Source: an optimization exercise on an open RTL-to-GDS flow (aim: small area, a short achievable clock period and few clock cycles per item). Production flows keep margins and buffers that such runs may drop.
The RTL was checked by simulation tests, not by an equivalence proof against the original design.
Power figures rest on the tool's default switching activity, not on a simulated workload.

<file path="design/flow/run.sh">
#!/bin/bash
# synth_recipe.tcl (not shown) runs the flow's synth.tcl, then flattens the netlist and writes it again
# the make line also repeats each setting of config.mk as NAME=value (left out here)
make -C /OpenROAD-flow-scripts/flow DESIGN_CONFIG=/design/flow/config.mk WORK_HOME=/design/flow/orfs CLKGATE_MAP_FILE= SYNTH_SCRIPT=/design/flow/synth_recipe.tcl finish
</file>
<file path="design/flow/config.mk">
export PLATFORM = sky130hd
export DESIGN_NAME = Crossbar_switching_fabric
export DESIGN_NICKNAME = Crossbar_switching_fabric
export VERILOG_FILES = /design/flow/design.v
export SDC_FILE = /design/flow/constraint.sdc
export NUM_CORES = 4
export LEC_CHECK = 0
export CAP_MARGIN = 20
export CORE_MARGIN = 2
export CORE_UTILIZATION = 45
export CTS_CLUSTER_DIAMETER = 100
export CTS_CLUSTER_SIZE = 30
export SETUP_SLACK_MARGIN = 2.5
export SLEW_MARGIN = 20
</file>
<file path="design/flow/constraint.sdc">
create_clock -name core_clock -period 5.0 [get_ports {i_clk}]
set_input_delay 1.0000 -clock core_clock [delete_from_list [all_inputs] [get_ports {i_clk}]]
set_output_delay 1.0000 -clock core_clock [all_outputs]
set_load 0.01 [all_outputs]
</file>
<file path="design/flow/design.v">
`timescale 1ns / 1ps
module cross_node_buffer (
    input             clk,
    input             rst_n,
    input      [31:0] din,
    input             wr_en,
    input             rd_en,       
    output     [31:0] head_dout,
    output            head_valid,
    output            head_valid_nx    
);
reg  [31:0] d [0:15];
reg  [15:0] v;
wire [15:0] a;
assign a[0] = v[0];
genvar k;
generate
    for (k = 1; k < 16; k = k + 1) begin : g_all
        assign a[k] = a[k-1] & v[k];
    end
endgenerate
wire [14:0] mv;
generate
    for (k = 0; k < 15; k = k + 1) begin : g_mv
        assign mv[k] = rd_en ? v[k+1] : (v[k+1] & ~a[k]);
    end
endgenerate
wire [15:0] v_nx;
assign v_nx[0]  = (v[0] & ~rd_en) | mv[0];
assign v_nx[15] = (v[15] & ~mv[14]) | wr_en;
generate
    for (k = 1; k < 15; k = k + 1) begin : g_v
        assign v_nx[k] = (v[k] & ~mv[k-1]) | mv[k];
    end
endgenerate
always @(posedge clk) begin
    v <= v_nx & {16{rst_n}};
end
generate
    for (k = 0; k < 15; k = k + 1) begin : g_d
        always @(posedge clk) begin
            if (mv[k]) d[k] <= d[k+1];
        end
    end
endgenerate
always @(posedge clk) begin
    if (wr_en) d[15] <= din;
end
assign head_dout  = d[0];
assign head_valid    = v[0];
assign head_valid_nx = v_nx[0] & rst_n;
endmodule
`timescale 1ns / 1ps
 `timescale 1ns / 1ps
module Crossbar_switching_fabric(
    input                                      i_clk,
    input                                      i_rst_n,
    input           [32-1:0]      i_cb_l1_din,
    input           [1:0]                      i_cb_l1_sel,
    input                                      i_cb_l1_wr_en,
    input           [32-1:0]      i_cb_l2_din,
    input           [1:0]                      i_cb_l2_sel,
    input                                      i_cb_l2_wr_en,
    input           [32-1:0]      i_cb_l3_din,
    input           [1:0]                      i_cb_l3_sel,
    input                                      i_cb_l3_wr_en,
    input           [32-1:0]      i_cb_l4_din,
    input           [1:0]                      i_cb_l4_sel,
    input                                      i_cb_l4_wr_en,
    output          [4:0]                      o_cb_c1_queue_sel,
    output          [32-1:0]      o_cb_c1_dout,
    output                                     o_cb_c1_dat_valid,
    output          [4:0]                      o_cb_c2_queue_sel,
    output          [32-1:0]      o_cb_c2_dout,
    output                                     o_cb_c2_dat_valid,
    output          [4:0]                      o_cb_c3_queue_sel,
    output          [32-1:0]      o_cb_c3_dout,
    output                                     o_cb_c3_dat_valid,
    output          [4:0]                      o_cb_c4_queue_sel,
    output          [32-1:0]      o_cb_c4_dout,
    output                                     o_cb_c4_dat_valid
    );
wire [32-1:0] lane_din [0:3];
wire [1:0]                 lane_sel [0:3];
wire [3:0]                 lane_wr;
assign lane_din[0] = i_cb_l1_din; assign lane_sel[0] = i_cb_l1_sel; assign lane_wr[0] = i_cb_l1_wr_en;
assign lane_din[1] = i_cb_l2_din; assign lane_sel[1] = i_cb_l2_sel; assign lane_wr[1] = i_cb_l2_wr_en;
assign lane_din[2] = i_cb_l3_din; assign lane_sel[2] = i_cb_l3_sel; assign lane_wr[2] = i_cb_l3_wr_en;
assign lane_din[3] = i_cb_l4_din; assign lane_sel[3] = i_cb_l4_sel; assign lane_wr[3] = i_cb_l4_wr_en;
wire [32-1:0] head_dout [0:15];
wire [15:0]                head_valid;
wire [15:0]                head_valid_nx;
wire [15:0]                node_rd;
genvar l, c;
generate
    for (l = 0; l < 4; l = l + 1) begin : g_lane
        for (c = 0; c < 4; c = c + 1) begin : g_col
            cross_node_buffer u_node (
                .clk           (i_clk),
                .rst_n         (i_rst_n),
                .din           (lane_din[l]),
                .wr_en         (lane_wr[l] & (lane_sel[l] == c)),
                .rd_en         (node_rd[4*l+c]),
                .head_dout     (head_dout[4*l+c]),
                .head_valid    (head_valid[4*l+c]),
                .head_valid_nx (head_valid_nx[4*l+c])
            );
        end
    end
endgenerate
reg [32-1:0] col_dout  [0:3];
reg [3:0]                 col_valid;
generate
    for (c = 0; c < 4; c = c + 1) begin : g_arb
        wire [3:0] req = {head_valid_nx[12+c], head_valid_nx[8+c], head_valid_nx[4+c], head_valid_nx[c]};
        reg  [3:0] last;    
        reg  [3:0] gnt;
        reg  [3:0] gnt_q;   
        always @(*) begin
            case (last)
                4'b0001: gnt = req[1] ? 4'b0010 : req[2] ? 4'b0100 : req[3] ? 4'b1000 : req[0] ? 4'b0001 : 4'b0000;
                4'b0010: gnt = req[2] ? 4'b0100 : req[3] ? 4'b1000 : req[0] ? 4'b0001 : req[1] ? 4'b0010 : 4'b0000;
                4'b0100: gnt = req[3] ? 4'b1000 : req[0] ? 4'b0001 : req[1] ? 4'b0010 : req[2] ? 4'b0100 : 4'b0000;
                default: gnt = req[0] ? 4'b0001 : req[1] ? 4'b0010 : req[2] ? 4'b0100 : req[3] ? 4'b1000 : 4'b0000;
            endcase
        end
        assign node_rd[c]    = gnt_q[0];
        assign node_rd[4+c]  = gnt_q[1];
        assign node_rd[8+c]  = gnt_q[2];
        assign node_rd[12+c] = gnt_q[3];
        always @(posedge i_clk) begin
            if (!i_rst_n) begin
                last  <= 4'b1000;
                gnt_q <= 4'b0000;
            end
            else begin
                if (|req) last <= gnt;
                gnt_q <= gnt;
            end
        end
        always @(posedge i_clk or negedge i_rst_n) begin
            if (!i_rst_n) col_valid[c] <= 1'b0;
            else          col_valid[c] <= |gnt_q;
        end
        always @(posedge i_clk) begin
            col_dout[c] <= ({32{gnt_q[0]}} & head_dout[c])
                         | ({32{gnt_q[1]}} & head_dout[4+c])
                         | ({32{gnt_q[2]}} & head_dout[8+c])
                         | ({32{gnt_q[3]}} & head_dout[12+c]);
        end
    end
endgenerate
assign o_cb_c1_dout = col_dout[0];
assign o_cb_c2_dout = col_dout[1];
assign o_cb_c3_dout = col_dout[2];
assign o_cb_c4_dout = col_dout[3];
assign o_cb_c1_queue_sel = {col_dout[0][6:4], col_dout[0][1:0]};
assign o_cb_c2_queue_sel = {col_dout[1][6:4], col_dout[1][1:0]};
assign o_cb_c3_queue_sel = {col_dout[2][6:4], col_dout[2][1:0]};
assign o_cb_c4_queue_sel = {col_dout[3][6:4], col_dout[3][1:0]};
assign o_cb_c1_dat_valid = col_valid[0];
assign o_cb_c2_dat_valid = col_valid[1];
assign o_cb_c3_dat_valid = col_valid[2];
assign o_cb_c4_dat_valid = col_valid[3];
endmodule
</file>
==> results of run 1 <==
## logic make-up (layout without fill, tap and decap cells)
| group | after synthesis | after routing | synth area share, % |
|---|---|---|---|
| AOI/OAI and AO/OA | 599 | 616 | 1.62 |
| buffers and inverters | 176 | 1206 | 0.307 |
| and+or+nand+nor | 881 | 889 | 1.68 |
| other | 0 | 19 | 0 |
| DFF | 8612 | 8612 | 96.4 |
## power breakdown
part           leakage [nW]  switching, mW  internal (mW)
clock                  4.67           19.7           13.1
combinational          7.11          0.541          0.145
sequential             77.3          0.141           78.3
## metal layers
metal	part of all wire (%)	GRT usage, %	up-vias	wire [µm]
met5	0.012	0	-	55
met1	42	21.5	47500	194000
met4	3.6	4.94	8	16400
met2	48	24.9	2692	223000
li1	-	-	42200	-
met3	6.2	2.33	628	28600
## cells in the mapped netlist, types with 39 or more instances
cell type / n / share of area, %
dfxtp_1: 416 / 3.2
a21oi_1: 87 / 0.16
edfxtp_1: 8192 / 93
o21a_1: 64 / 0.18
nand3_1: 39 / 0.074
inv_1: 42 / 0.060
nand2_1: 208 / 0.30
and3_1: 44 / 0.10
a21boi_0: 76 / 0.22
nor2_1: 278 / 0.40
nor2b_1: 123 / 0.29
clkbuf_1: 76 / 0.11
and2_1: 62 / 0.15
a22oi_1: 256 / 0.73
## final cells by class
class                           instances  area (µm²)  area share [%]
Timing Repair Buffer                  559        5250            1.81
Clock buffer                          571        9270            3.20
Clock inverter                         34         583           0.201
Antenna cell                           19        47.5          0.0164
Multi-Input combinational cell       1505       10300            3.57
Inverter                               42         165          0.0570
Sequential cell                      8612      255000            87.8
Tap cell                             7782        9740            3.36
## path summary, 6_finish.rpt
kind                                              startpoint                                  to  slack, ps  cells after the start
hold reg to reg            g_lane[3].g_col[3].u_node.d[7][7]   g_lane[3].g_col[3].u_node.d[6][7]        380                      0
hold / removal             g_lane[3].g_col[3].u_node.d[7][7]   g_lane[3].g_col[3].u_node.d[6][7]        380                      0
setup / recovery                                col_valid[0]                   o_cb_c1_dat_valid       2310                      1
max in group asynchronous                            i_rst_n                        col_valid[3]       4250                      2
setup reg to reg                           g_arb[1].gnt_q[2]  g_lane[2].g_col[1].u_node.d[8][10]       2540                      6
min in group asynchronous                            i_rst_n                        col_valid[2]        400                      2
## state kept, by name, indices dropped and copies added (netlist names)
register,cells
col_dout,128
g_arb.gnt_q,16
g_lane.g_col.u_node.d,8192
g_arb.last,16
g_lane.g_col.u_node.v,256
col_valid,4
## worst reg2reg max path, stage by stage (launching register included)
cell,delay [ps]
dfxtp_1,330
buf_4,310
and4b_1,290
buf_4,190
and4_1,270
nand3_1,250
and2_4,450
## timing repair
action / in CTS / in global routing
pin swaps: 28 / 15
resized for setup: 898 / 63
hold endpoints to repair: 0 / 0
setup buffers: 21 / 21
setup endpoints to repair: 4063 / 1599
cloned: 24 / 1
==> metrics.md, run 1 <==
| Metric | Value |
|---|---|
| Netlist cell types | 74 |
| Crit share post-route | 53.7% |
| Synth async-reset ratio | 0.0464% |
| Initial DRT Pass Iterations | 12 |
| Startpoint types | flop |
| IO Port Bufs | 293 |
| Final hold viol count | 0 |
| Util after Layout | 49.6% |
| Core box area | 585000 µm² |
| Most common cell after layout, fill and taps aside | edfxtp_1 |
| CP required | 4000 ps |
| CP max FO | 1 |
| Leakage | 89.0 nW |
| First-pass GRT wire length | 655000 µm |
| Initial DRC Count | 10900 |
| CP peak stage delay | 510 ps |
| Drc violations | 0 |
| Final Critical Period | 2690 ps |
| Final #Nets | 11200 |
| Initial antenna violation count | 53 |
| Share of layout cells above drive strength 1 | 10.7% |
| Initial Util | 45.1% |
| Register area share after synthesis | 96.4% |
| Slew HR | 26.0% |
| Total wire length | 461000 µm |
| Final GP Congestion | 0.944 |
| Finished Layout Cells | 19100 |
| Synthesized cell area | 264000 µm² |
| Power, Total | 112 mW |
| GRT overflow | 0 |
| H-tree lvl count | 5 |
| PwrDens | 386 nW/µm² |
| Post-route cell area | 290000 µm² |
| Max Root-Sink Buffers | 4 |
| Number of instances in the placed design | 18400 |
| Rows | 281 |
| Placed Instance Area | 279000 µm² |
| # fillers | 45200 |
| CTS Buf Count | 330 |
| CP bufs+invs | 1 |
| Top Family by Delay on Critical Path | flip-flops |
| Via Count | 93100 |
| Worst-margin pin slew | 1110 ps |
| Drt wl/cell | 24.1 µm |
| Synth Net Count | 10400 |
| Arr. time, crit path | 1690 ps |
| Dpl ws | 1290 ps |
| Worst Hold Class | reg2reg |
| Critical path class | reg2out |
| Maximum VDD drop | 0.328 mV |
| Detailed placer's ending HPWL | 320000 µm |
| Max Freq | 372 MHz |
| Pins Over Slew Limit | 0 |
| Post-synth EDFFs | 8192 |
| Max stage delay cell, worst path | dfrtp_2 |
| #FFs+latches synth | 8612 |
| Clock slew at reported path FFs | 110 ps |
| Count of warnings emitted by yosys | 5 |
| Die area | 593000 µm² |
| Status | finished clean |
| # setup viols final | 0 |
| CTS tree | built |
| Unrepaired setup endpoints after global routing | true |
| Final hold slack | 382 ps |
| Max-cap violations | 0 |
| Die width | 770 µm |
| Crit path capture type | output port |
| Setup Skew | 85.0 ps |
| Setup slack after layout | 2310 ps |
| Layout area overhead | 9.86% |
| Clock Sinks | 8612 |
| GRT Overall Usage | 15.3% |
| Largest net degree at the start of global routing | 79 |
| CTS Root Cell | clkbuf_16 |
| Hold buffers post-CTS | 0 |
| Cells along the critical path | buf_6 |
| ANT nets after route | 0 |
| I/O Pins | 294 |
| Highest-count cells in the layout ignoring fill and taps | edfxtp_1, clkbuf_16, dfxtp_1 |
| Skew-Pair Late Insertion Delay | 1060 ps |
| Number of global-route vias before repair | 91500 |
| Cells after synthesis | 10300 |
| Top FF cell, synth | edfxtp_1 |
| TNS Setup | 0 ps |
| Syn avg cell area | 25.7 µm² |
| Die height | 770 µm |
| Vias per cell | 4.87 |
Testbench counts, summed over its fixed seeds: cycles 4,458, items 16,384.
==> run 2, diff against run 1 <==
--- a/design/flow/config.mk
+++ b/design/flow/config.mk
@@ -7,7 +7,7 @@
 export LEC_CHECK = 0
 export CAP_MARGIN = 20
 export CORE_MARGIN = 2
-export CORE_UTILIZATION = 45
+export CORE_UTILIZATION = 55
 export CTS_CLUSTER_DIAMETER = 100
 export CTS_CLUSTER_SIZE = 30
 export SETUP_SLACK_MARGIN = 2.5
==> metrics.md, run 2 <==
| Metric | Value |
|---|---|
| Status | finished clean |
| Netlist cell types | 74 (unchanged) |
| CTS Buf Count | 327 (-0.91%) |
| Initial DRC Count | 11400 (+4.5%) |
| Most flops, register | g_lane.g_col.u_node.d |
| Drt wl/cell | 26.1 µm (+8.0%) |
| Syn avg cell area | 25.7 µm² (unchanged) |
| CP required | 4000 ps (about the same) |
| Crit path capture type | output port |
| GRT overflow | 0 (unchanged) |
| Post-synth EDFFs | 8192 (unchanged) |
| Initial Util | 55.2% (+10 points) |
| Share of layout cells above drive strength 1 | 10.8% (+0.034 points) |
| Max stage delay cell, worst path | dfrtp_2 |
| Leakage | 89.0 nW (about the same) |
| IO Port Bufs | 293 (unchanged) |
| Die area | 485000 µm² (-18%) |
| Top-area cell type share of the netlist area | 93.2% (unchanged) |
| Cell taking the most area after synthesis | edfxtp_1 |
| Final Critical Period | 2560 ps (-123 ps) |
| R2R Setup Slk | 2530 ps (about the same) |
| Worst-margin pin slew | 1210 ps (+98.7 ps) |
| Dpl ws | 1430 ps (+137 ps) |
| Max-cap violations | 0 (unchanged) |
| Top-count cell post-synth | edfxtp_1 |
| Worst Hold Class | in2async |
| CTS tree | built |
| R2R cell count | 10 (+4) |
| Max Freq | 390 MHz (+4.8%) |
| Clock slew at reported path FFs | 110 ps (about the same) |
| Startpoint types | flop |
| Slew HR | 19.4% (-6.6 points) |
| Number of global-route vias before repair | 91700 (+0.15%) |
| Synthesized cell area | 264000 µm² (unchanged) |
| Worst R2R End | g_lane[3].g_col[2].u_node.d[14][12] |
| CTS Root Cell | clkbuf_16 |
| Crit share post-route | 51.3% (-2.5 points) |
| Cells after synthesis | 10300 (unchanged) |
| Setup Skew | 50.1 ps (-34.9 ps) |
| Die width | 697 µm (-9.5%) |
| Via Count | 93800 (+0.81%) |
| Maximum VDD drop | 0.362 mV (+10%) |
| Top Family by Delay on Critical Path | flip-flops |
| Register area share after synthesis | 96.4% (unchanged) |
| Total wire length | 463000 µm (+0.28%) |
| Final GP Congestion | 0.913 (-3.3%) |
| Vias per cell | 5.28 (+8.5%) |
| Post-synth top cells | edfxtp_1, dfxtp_1, nor2_1, a22oi_1, nand2_1 |
| Final hold viol count | 0 (unchanged) |
| Die height | 697 µm (-9.5%) |
| I/O Pins | 294 (unchanged) |
| Most common cell after layout, fill and taps aside | edfxtp_1 |
| Max Root-Sink Buffers | 4 (unchanged) |
| Skew-Pair Late Insertion Delay | 1000 ps (-60 ps) |
| Cells along the critical path | buf_6 |
| H-tree lvl count | 5 (unchanged) |
| ANT nets after route | 0 (unchanged) |
| PwrDens | 387 nW/µm² (+0.31%) |
| Unrepaired setup endpoints after global routing | true |
| Top FF cell, synth | edfxtp_1 |
| # setup viols final | 0 (unchanged) |
| Synth Net Count | 10400 (unchanged) |
| Drc violations | 0 (unchanged) |
| Detailed placer's ending HPWL | 316000 µm (-1.4%) |
| Largest registers | g_lane.g_col.u_node.d x8192, g_lane.g_col.u_node.v x256, col_dout x128 |
| CP bufs+invs | 1 (unchanged) |
| Arr. time, crit path | 1560 ps (-130 ps) |
| TNS Setup | 0 ps (unchanged) |
| Highest-count cells in the layout ignoring fill and taps | edfxtp_1, clkbuf_16, dfxtp_1 |
| Count of warnings emitted by yosys | 5 (unchanged) |
| Pins Over Slew Limit | 0 (unchanged) |
| Clock Sinks | 8612 (unchanged) |
| CP max FO | 1 (unchanged) |
| Largest net degree at the start of global routing | 101 (+28%) |
| Worst r2r src | g_arb[2].gnt_q[3] |
| Critical path class | reg2out |
| #FFs+latches synth | 8612 (unchanged) |
| Initial antenna violation count | 41 (-23%) |
| GRT Overall Usage | 19.0% (+3.7 points) |
| Synth async-reset ratio | 0.0464% (unchanged) |
| Initial DRT Pass Iterations | 7 (-5) |
| Area contributors post-synth | edfxtp_1, dfxtp_1, a22oi_1 |
| Setup slack after layout | 2440 ps (+123 ps) |
| Critical path depth | 1 (unchanged) |
| First-pass GRT wire length | 656000 µm (+0.16%) |
| Final #Nets | 11200 (+0.19%) |
| Max FFs per register | 8192 (unchanged) |
| CP peak stage delay | 450 ps (-60 ps) |
| Layout area overhead | 9.17% |
| Core box area | 478000 µm² (-18%) |
| Rows | 254 (-9.6%) |
-- run 2: worst max path at each step --
stage	to	slack, ps	startpoint
6_report	o_cb_c1_dat_valid	2440	col_valid[0]
5_1_grt	o_cb_c1_dat_valid	2330	col_valid[0]
3_3_place_gp	g_lane[1].g_col[2].u_node.d[14][3]	1330	g_arb[2].gnt_q[1]
3_5_place_dp	g_lane[1].g_col[3].u_node.d[10][4]	1430	g_arb[3].gnt_q[1]
2_1_floorplan	g_lane[0].g_col[1].u_node.d[12][0]	1680	g_arb[1].gnt_q[0]
4_1_cts	o_cb_c4_dat_valid	2280	col_valid[3]
-- run 2: area by class of cell --
class | count | area [µm²]
Antenna cell | 18 | 45.0
Clock inverter | 20 | 241
Tap cell | 6400 | 8010
Multi-Input combinational cell | 1504 | 10300
Fill cell | 32200 | 190000
Sequential cell | 8612 | 255000
Timing Repair Buffer | 584 | 5440
Inverter | 42 | 165
Clock buffer | 581 | 9380
-- run 2: logic make-up (layout without fill, tap and decap cells) --
group                  count (synthesis)  after routing  synth area share, %
AO/OA/AOI/OAI                        599            616                 1.62
buffers and inverters                176           1227                0.307
flip-flops                          8612           8612                 96.4
other                                  0             18                    0
AND/OR/NAND/NOR                      881            888                 1.68
-- run 2: layer usage --
layer  track usage (%)  up-vias  part of all wire [%]
met5                 0        -                0.0086
met4              4.55        6                   2.5
met3              2.90      547                   6.5
met2              30.8     2942                    49
met1              27.8    48100                    42
li1                  -    42300                     -
-- run 2: per-stage QoR --
stage / cells / hold slack (ps) / utilization (%) / instance area, µm² / power [mW]
after floorplan: 10300 / 400 / - / 265000 / 80.2
after global placement: 17100 / 401 / 57.9 / 277000 / 80.7
after detailed placement: 17100 / 405 / 57.9 / 277000 / 80.8
after CTS: 17700 / 63.3 / 60.1 / 288000 / 113
after global routing: 17700 / 93.9 / 60.2 / 288000 / 115
final: 17800 / 197 / 60.2 / 288000 / 112
-- run 2: repair_timing --
item	CTS	global route
gates cloned	24	0
gates resized for setup	870	69
buffers inserted	50	11
hold endpoints to repair	2	0
pin swaps	34	7
setup endpoints to repair	3990	1494
hold buffers	1	0
-- run 2: power by group --
part	internal (mW)	leakage [nW]	switching, mW
sequential	78.3	77.3	0.147
clock	13.0	4.57	19.5
combinational	0.148	7.21	0.515
total	91.5	89.0	20.1
==> run 3, diff against run 2 <==
--- a/design/flow/design.v
+++ b/design/flow/design.v
@@ -1,10 +1,12 @@
 `timescale 1ns / 1ps
-module cross_node_buffer (
+module cross_node_buffer #(
+    parameter ENTRY = 3
+) (
     input             clk,
     input             rst_n,
     input      [31:0] din,
     input             wr_en,
-    input             rd_en,       
+    input             rd_en,           
     output     [31:0] head_dout,
     output            head_valid,
     output            head_valid_nx    
@@ -25,12 +27,19 @@
         assign mv[k] = rd_en ? v[k+1] : (v[k+1] & ~a[k]);
     end
 endgenerate
+wire wr_lo = wr_en & ~(|v[15:ENTRY+1]) & (~v[ENTRY] | mv[ENTRY-1]);
+wire wr_hi = wr_en & ~wr_lo;
 wire [15:0] v_nx;
 assign v_nx[0]  = (v[0] & ~rd_en) | mv[0];
-assign v_nx[15] = (v[15] & ~mv[14]) | wr_en;
+assign v_nx[15] = (v[15] & ~mv[14]) | wr_hi;
 generate
     for (k = 1; k < 15; k = k + 1) begin : g_v
-        assign v_nx[k] = (v[k] & ~mv[k-1]) | mv[k];
+        if (k == ENTRY) begin : g_e
+            assign v_nx[k] = (v[k] & ~mv[k-1]) | mv[k] | wr_lo;
+        end
+        else begin : g_n
+            assign v_nx[k] = (v[k] & ~mv[k-1]) | mv[k];
+        end
     end
 endgenerate
 always @(posedge clk) begin
@@ -38,15 +47,23 @@
 end
 generate
     for (k = 0; k < 15; k = k + 1) begin : g_d
-        always @(posedge clk) begin
-            if (mv[k]) d[k] <= d[k+1];
+        if (k == ENTRY) begin : g_e
+            always @(posedge clk) begin
+                if (wr_lo)      d[k] <= din;
+                else if (mv[k]) d[k] <= d[k+1];
+            end
+        end
+        else begin : g_n
+            always @(posedge clk) begin
+                if (mv[k]) d[k] <= d[k+1];
+            end
         end
     end
 endgenerate
 always @(posedge clk) begin
-    if (wr_en) d[15] <= din;
+    if (wr_hi) d[15] <= din;
 end
-assign head_dout  = d[0];
+assign head_dout     = d[0];
 assign head_valid    = v[0];
 assign head_valid_nx = v_nx[0] & rst_n;
 endmodule
--- a/design/flow/config.mk
+++ b/design/flow/config.mk
@@ -7,7 +7,7 @@
 export LEC_CHECK = 0
 export CAP_MARGIN = 20
 export CORE_MARGIN = 2
-export CORE_UTILIZATION = 55
+export CORE_UTILIZATION = 60
 export CTS_CLUSTER_DIAMETER = 100
 export CTS_CLUSTER_SIZE = 30
 export SETUP_SLACK_MARGIN = 2.5
==> metrics.md, run 3 <==
| Metric | Value |
|---|---|
| Total wire length | 563000 µm (+22%) |
| I/O Pins | 294 (unchanged) |
| Detailed placer's ending HPWL | 376000 µm (+19%) |
| Layout area overhead | 9.46% |
| Synthesized cell area | 271000 µm² (+2.7%) |
| Cells along the critical path | buf_6 |
| Worst Hold Class | reg2reg |
| Vias per cell | 5.68 (+7.5%) |
| ANT nets after route | 0 (unchanged) |
| R2R Setup Slk | 2500 ps (-30 ps) |
| Final hold viol count | 0 (unchanged) |
| Initial Util | 60.3% (+5.1 points) |
| Util after Layout | 66.0% (+5.8 points) |
| Top FF cell, synth | edfxtp_1 |
| Worst Hold Endpoint | g_lane[3].g_col[2].u_node.d[5][23] |
| Post-synth top cells | edfxtp_1, mux2_2, dfxtp_1, nor2_1, a22oi_1 |
| R2R cell count | 6 (-4) |
| Maximum VDD drop | 0.393 mV (+8.3%) |
| Critical path class | reg2out |
| Synth async-reset ratio | 0.0464% (unchanged) |
| Clock slew at reported path FFs | 110 ps (about the same) |
| Power, Total | 114 mW (+1.7%) |
| Clock Sinks | 8612 (unchanged) |
| CTS Buf Count | 325 (-0.61%) |
| Top-area cell type share of the netlist area | 90.7% (-2.5 points) |
| Via Count | 103000 (+10%) |
| First-pass GRT wire length | 762000 µm (+16%) |
| # setup viols final | 0 (unchanged) |
| GRT Overall Usage | 24.6% (+5.5 points) |
| CP required | 4000 ps (about the same) |
| Setup Skew | 45.4 ps (-4.69 ps) |
| Top Family by Delay on Critical Path | flip-flops |
| Most flops, register | g_lane.g_col.u_node.d |
| Largest registers | g_lane.g_col.u_node.d x8192, g_lane.g_col.u_node.v x256, col_dout x128 |
| Crit path capture type | output port |
| TNS Setup | 0 ps (unchanged) |
| Initial antenna violation count | 108 (+160%) |
| Final Critical Period | 2680 ps (+120 ps) |
| Synth Net Count | 11100 (+6.6%) |
| Dpl ws | 870 ps (-558 ps) |
| Cells after synthesis | 11000 (+6.7%) |
| Die area | 457000 µm² (-5.8%) |
| Netlist cell types | 80 (+8.1%) |
| Placed Instance Area | 284000 µm² (+2.7%) |
| Hold Startpoint | g_lane[3].g_col[2].u_node.d[6][23] |
| Die height | 676 µm (-3.0%) |
| Slew HR | 12.5% (-6.9 points) |
| IO Port Bufs | 293 (unchanged) |
| Cell taking the most area after synthesis | edfxtp_1 |
| Skew-Pair Late Insertion Delay | 1000 ps (about the same) |
| Initial DRT Pass Iterations | 6 (-1) |
| Drc violations | 0 (unchanged) |
| Pins Over Slew Limit | 0 (unchanged) |
| Unrepaired setup endpoints after global routing | true |
| Leakage | 93.1 nW (+4.5%) |
| Arr. time, crit path | 1680 ps (+120 ps) |
| Share of layout cells above drive strength 1 | 16.1% (+5.3 points) |
| Max stage delay cell, worst path | dfrtp_2 |
| Initial DRC Count | 13700 (+20%) |
| Setup slack after layout | 2320 ps (-120 ps) |
| Register area share after synthesis | 93.9% (-2.5 points) |
| Die width | 676 µm (-3.0%) |
| PwrDens | 383 nW/µm² (-1.2%) |
| Max Root-Sink Buffers | 4 (unchanged) |
| Worst-margin pin slew | 1310 ps (+103 ps) |
| Top-count cell post-synth | edfxtp_1 |
| Sequential Area | 255000 µm² (about the same) |
| CP bufs+invs | 1 (unchanged) |
| Highest-count cells in the layout ignoring fill and taps | edfxtp_1, mux2_2, buf_4 |
| #FFs+latches synth | 8612 (unchanged) |
| CTS Root Cell | clkbuf_16 |
| Worst hold path depth | 0 |
| Worst r2r src | g_arb[3].gnt_q[3] |
| Post-synth EDFFs | 8192 (unchanged) |
| Count of warnings emitted by yosys | 5 (unchanged) |
| Startpoint types | flop |
| Rows | 246 (-3.1%) |
| GRT overflow | 0 (unchanged) |
| Max FFs per register | 8192 (unchanged) |
| Status | finished clean |
| Syn avg cell area | 24.7 µm² (-3.8%) |
| CP max FO | 1 (unchanged) |
| Max Freq | 373 MHz (-4.5%) |
| Most common cell after layout, fill and taps aside | edfxtp_1 |
| Post-route cell area | 297000 µm² (+3.0%) |
| Largest net degree at the start of global routing | 60 (-41%) |
| CTS tree | built |
| Crit share post-route | 53.7% (+2.4 points) |
| H-tree lvl count | 5 (unchanged) |
| Max-cap violations | 0 (unchanged) |
| Core box area | 449000 µm² (-6.0%) |
| Number of global-route vias before repair | 98000 (+6.9%) |
| Final #Nets | 12000 (+7.1%) |
| Drt wl/cell | 30.9 µm (+19%) |
| Area of the multi-input gates | 17800 µm² (+72%) |
| Area contributors post-synth | edfxtp_1, dfxtp_1, mux2_2 |
| Worst R2R End | g_arb[3].last[2] |
| Final GP Congestion | 0.968 (+6.1%) |
| CP peak stage delay | 510 ps (+60 ps) |
| # fillers | 28400 (-12%) |
-- run 3: cell count changes after synthesis, sizes merged, moves of 8 or more --
cell    previous run  this run
mux2               0       512
buf               57       106
nor4              15        47
a21oi             87       116
nor2b            127       154
a21boi            78        59
inv               42        58
o31ai             17         1
and3              47        62
nand2            210       197
o21a              64        54
nand3             39        48
a31oi             11        19
-- run 3: worst max path at each step --
| stage | startpoint | to | slack [ps] | cells past startpoint |
|---|---|---|---|---|
| floorplan | i_cb_l3_wr_en | g_lane[2].g_col[0].u_node.d[15][0] | 2230 | 6 |
| global placement | i_cb_l2_sel[1] | g_lane[1].g_col[2].u_node.d[3][25] | 840 | 7 |
| detailed placement | i_cb_l2_sel[1] | g_lane[1].g_col[2].u_node.d[3][24] | 870 | 7 |
| CTS | col_valid[1] | o_cb_c2_dat_valid | 2240 | 1 |
| global route | col_valid[1] | o_cb_c2_dat_valid | 2280 | 1 |
| finish | col_valid[1] | o_cb_c2_dat_valid | 2320 | 1 |
-- run 3: metrics by stage --
step	std cells	hold WS [ps]
3_3_place_gp	17300	400
2_1_floorplan	11000	400
3_5_place_dp	17400	405
6_report	18200	399
5_1_grt	18100	406
4_1_cts	18000	403
-- run 3: cells by family (layout without fill, tap and decap cells) --
group / count (synthesis) / count (layout) / synth area share, %
and+or+nand+nor: 988 / 1010 / 1.91
xor gates and xnor gates: 4 / 4 / 0.0129
DFF: 8612 / 8612 / 93.9
muxes: 512 / 512 / 2.21
other: 0 / 115 / 0
AOI/OAI and AO/OA: 596 / 610 / 1.53
buffers and inverters: 245 / 1399 / 0.483
-- run 3: cell type report --
class	count	share of cell area, %
timing repair buffer	739	2.29
antenna	115	0.0970
tap	5952	2.51
inverter	58	0.0788
sequential	8612	85.8
clock inverter	9	0.0312
clock buffer	593	3.21
multi-input combinational	2136	5.99
-- run 3: repair_timing --
item / CTS / global route
hold buffers: 1 / 0
endpoints found under the hold margin: 1 / 0
endpoints found under the setup margin: 4351 / 2099
gates resized for setup: 929 / 86
pin swaps: 28 / 16
cloned: 26 / 11
setup buffers: 44 / 23
-- run 3: report_power, final --
group | internal (mW) | switching (mW)
combinational | 0.496 | 1.36
clock | 13.2 | 19.7
sequential | 78.5 | 0.262
total | 92.2 | 21.3
-- run 3: layer usage --
metal  up-vias  global-route usage [%]  wire length, µm
li1      45400                       -                -
met1     53000                    33.6           216000
met2      4173                    40.1           276000
met3       886                    4.38            45500
met4        12                    9.72            25300
met5         -                       0               73
Testbench counts of run 3, summed over its fixed seeds: cycles 4,369, items 16,384.

==> separate check: timing with driven ports <==
The flow's constraints put no driver on any port. The routed layouts listed below were extracted and timed again, unchanged, in two steps. Step 1 sets driving cells, clkbuf_16 on the clock port and buf_2 on the other inputs (assumed; they add their load-dependent delay and slew). Step 2, shift: input delay + t, output delay - t, t = (earliest + latest rising clock arrival at the registers) / 2. This alone moves slack from input paths to output paths. a / b / c = ideal ports / drivers / drivers and shift; a / b = the first two.
| run | t (ns) | slack for setup (ns) | hold slack, ns | clock arrival spread, ns |
|---|---|---|---|---|
| run 1 | 1.129 | 2.313 / 2.184 / 1.776 | 0.382 / 0.303 / 0.382 | 0.121 / 0.120 |
| run 2 | 1.099 | 2.436 / 2.312 / 1.661 | 0.197 / 0.108 / 0.398 | 0.051 / 0.051 |
| run 3 | 1.094 | 2.315 / 2.199 / 1.447 | 0.399 / 0.399 / 0.399 | 0.062 / 0.063 |
After both steps setup and hold are still met in every run listed. The setup slack of run 3, which loses most, moves by -0.116 ns with the drivers and by -0.868 ns with both steps.
